What follows belongs to an exercise in optimizing a design on an open flow for small area; a production flow would make more cautious choices. Only simulation tests tie the RTL to the original design; equivalence was not proved.

Setup of gamma:
## cordic
module cordic #(
    parameter INPUT_DATA_WIDTH = 16,
    parameter ITERATIONS = 16
)(
    input wire i_clk,
    input wire i_resetn,
    input wire signed [INPUT_DATA_WIDTH - 1:0] i_xIn,
    input wire signed [INPUT_DATA_WIDTH - 1:0] i_yIn,
    input wire signed [31:0] i_angle,
    output reg signed [INPUT_DATA_WIDTH:0] o_xOut,
    output reg signed [INPUT_DATA_WIDTH:0] o_yOut
);
==> flow/config.mk <==
export PLATFORM = sky130hd
export DESIGN_NAME = cordic
export DESIGN_NICKNAME = cordic
export VERILOG_FILES = /design/flow/design.v
export SDC_FILE = /design/flow/constraint.sdc
export NUM_CORES = 4
export LEC_CHECK = 0
export CAP_MARGIN = 20
export CORE_MARGIN = 2
export CORE_UTILIZATION = 50
export CTS_CLUSTER_DIAMETER = 90
export CTS_CLUSTER_SIZE = 28
export SLEW_MARGIN = 20
==> flow/constraint.sdc <==
create_clock -name core_clock -period 5.5 [get_ports {i_clk}]
set_input_delay 1.1000 -clock core_clock [delete_from_list [all_inputs] [get_ports {i_clk}]]
set_output_delay 1.1000 -clock core_clock [all_outputs]
set_load 0.01 [all_outputs]
standard.sh (not shown) runs the stock make flow with config.mk's settings and CLKGATE_MAP_FILE= SYNTH_SCRIPT=/design/flow/synth_recipe.tcl, a recipe that flattens the netlist after the stock synthesis.
==> flow/flow/run.sh <==
#!/bin/bash
# The standard layout (standard.sh: standard synthesis and the ORFS flow), with one change:
# the buffers that placement puts on the input and output ports are the smallest buffer cell,
# sky130_fd_sc_hd__buf_1, instead of the flow's default choice. The make output (every tool's
# output, in order) goes to standard_flow.log here; ORFS keeps each step's own log under orfs/logs.
set -euo pipefail
export BUFFER_PORTS_ARGS="-buffer_cell sky130_fd_sc_hd__buf_1"
bash standard.sh > standard_flow.log 2>&1
Relative to gamma, the following input files were edited for beta:
- a change of CORE_UTILIZATION from 50 to 70
### Flow results
On design area: beta sits below gamma. The post-detailed-route count of antenna-violating nets was comparable across gamma and beta. Any difference in final layout net count between gamma and beta is small enough to ignore. Final clock period utilization by the worst path in beta is 0.46 points higher than in gamma. Footprint of the multi-input gates of beta is on par with gamma. Post-synthesis mux area share: beta vs gamma — no meaningful difference.


cordic, a different RTL version from the one above (not shown whole).
Size in the first run: about 0.050 mm^2 of cells after synthesis.
==> flow/design.v (excerpt) <==
module cordic #(
    parameter INPUT_DATA_WIDTH = 16,
    parameter ITERATIONS = 16
)(
    input wire i_clk,
    input wire i_resetn,
    input wire signed [INPUT_DATA_WIDTH - 1:0] i_xIn,
    input wire signed [INPUT_DATA_WIDTH - 1:0] i_yIn,
    input wire signed [31:0] i_angle,
    output reg signed [INPUT_DATA_WIDTH:0] o_xOut,
    output reg signed [INPUT_DATA_WIDTH:0] o_yOut
);
Settings: LEC_CHECK=0, CAP_MARGIN=20, CORE_MARGIN=2, CORE_UTILIZATION=65, CTS_BUF_LIST=sky130_fd_sc_hd__clkbuf_4, SLEW_MARGIN=20; clock period 5.5 ns.
run.sh (not shown) runs the stock make flow with config.mk's settings and CLKGATE_MAP_FILE= SYNTH_SCRIPT=/design/flow/synth_recipe.tcl, a recipe that flattens the netlist after the stock synthesis.
Stock flow here: none of the scripts above is used.
The baseline completed with no timing, DRC or antenna violations.
Edit:
--- a/flow/config.mk
+++ b/flow/config.mk
@@ -9,4 +9,6 @@
 export CORE_MARGIN = 2
-export CORE_UTILIZATION = 65
-export CTS_BUF_LIST = sky130_fd_sc_hd__clkbuf_4
+export CORE_UTILIZATION = 60
+export CTS_CLUSTER_DIAMETER = 90
+export CTS_CLUSTER_SIZE = 28
+export GPL_TIMING_DRIVEN = 0
 export SLEW_MARGIN = 20
=> The changed run passed the timing, DRC and antenna checks. Sequential share of layout area came out higher by 1.2 points. Fmax goes down by 3.2%. Register-to-register slack got worse by 0.17 ns.
Edit:
--- a/flow/config.mk
+++ b/flow/config.mk
@@ -9,6 +9,4 @@
 export CORE_MARGIN = 2
-export CORE_UTILIZATION = 60
-export CTS_CLUSTER_DIAMETER = 90
-export CTS_CLUSTER_SIZE = 28
-export GPL_TIMING_DRIVEN = 0
+export CORE_UTILIZATION = 55
+export CTS_BUF_LIST = sky130_fd_sc_hd__clkbuf_8
 export SLEW_MARGIN = 20
Via count goes up by 2.3%. Global-route usage is lower by 0.69 points. Core utilization goes down by 3.2 points. Clock skew is higher by 0.0064 ns. Wire length increases by 3.5%. Maximum frequency went up by 4.0%. Die area rises by 9.0%. Setup slack improved by 0.20 ns. Cell area grows by 4.0%. Count of clock-buffer cells in the layout climbs by 164.

-- separate check: timing with driven ports --
In the flow no input, the clock included, has a driving cell. The finished layouts below were timed again as built, in two steps.
Step 1 (the two cells are an assumption about what drives the block):
set clk [get_ports {i_clk}]
set_driving_cell -lib_cell sky130_fd_sc_hd__clkbuf_16 $clk
set_driving_cell -lib_cell sky130_fd_sc_hd__buf_2 [delete_from_list [all_inputs] $clk]
Step 2 times the ports against the registers' clock, not the clock port: input delays grow and output delays shrink by t, the midpoint of the rising clock arrivals with the driver on.
a / b / c = ideal / step 1 / step 2; a / b = the first two.
run	shift t [ns]	setup slack, ns	slew at the worst register clock pin (ns)	worst data-port slew with drivers (ns)	cell pins on the clock port's net
gamma	0.655	0.166 / 0.166 / 0.166	0.11 / 0.11	0.08	1
beta	0.660	0.141 / 0.141 / 0.141	0.11 / 0.11	0.07	1
the first run of note 2	1.075	0.398 / 0.398 / 0.398	0.07 / 0.07	0.08	1
the second run of note 2	0.675	0.229 / 0.229 / 0.229	0.11 / 0.11	0.09	1
the third run of note 2	0.877	0.433 / 0.433 / 0.433	0.07 / 0.07	0.09	1
After both steps setup and hold are still met in every run listed.
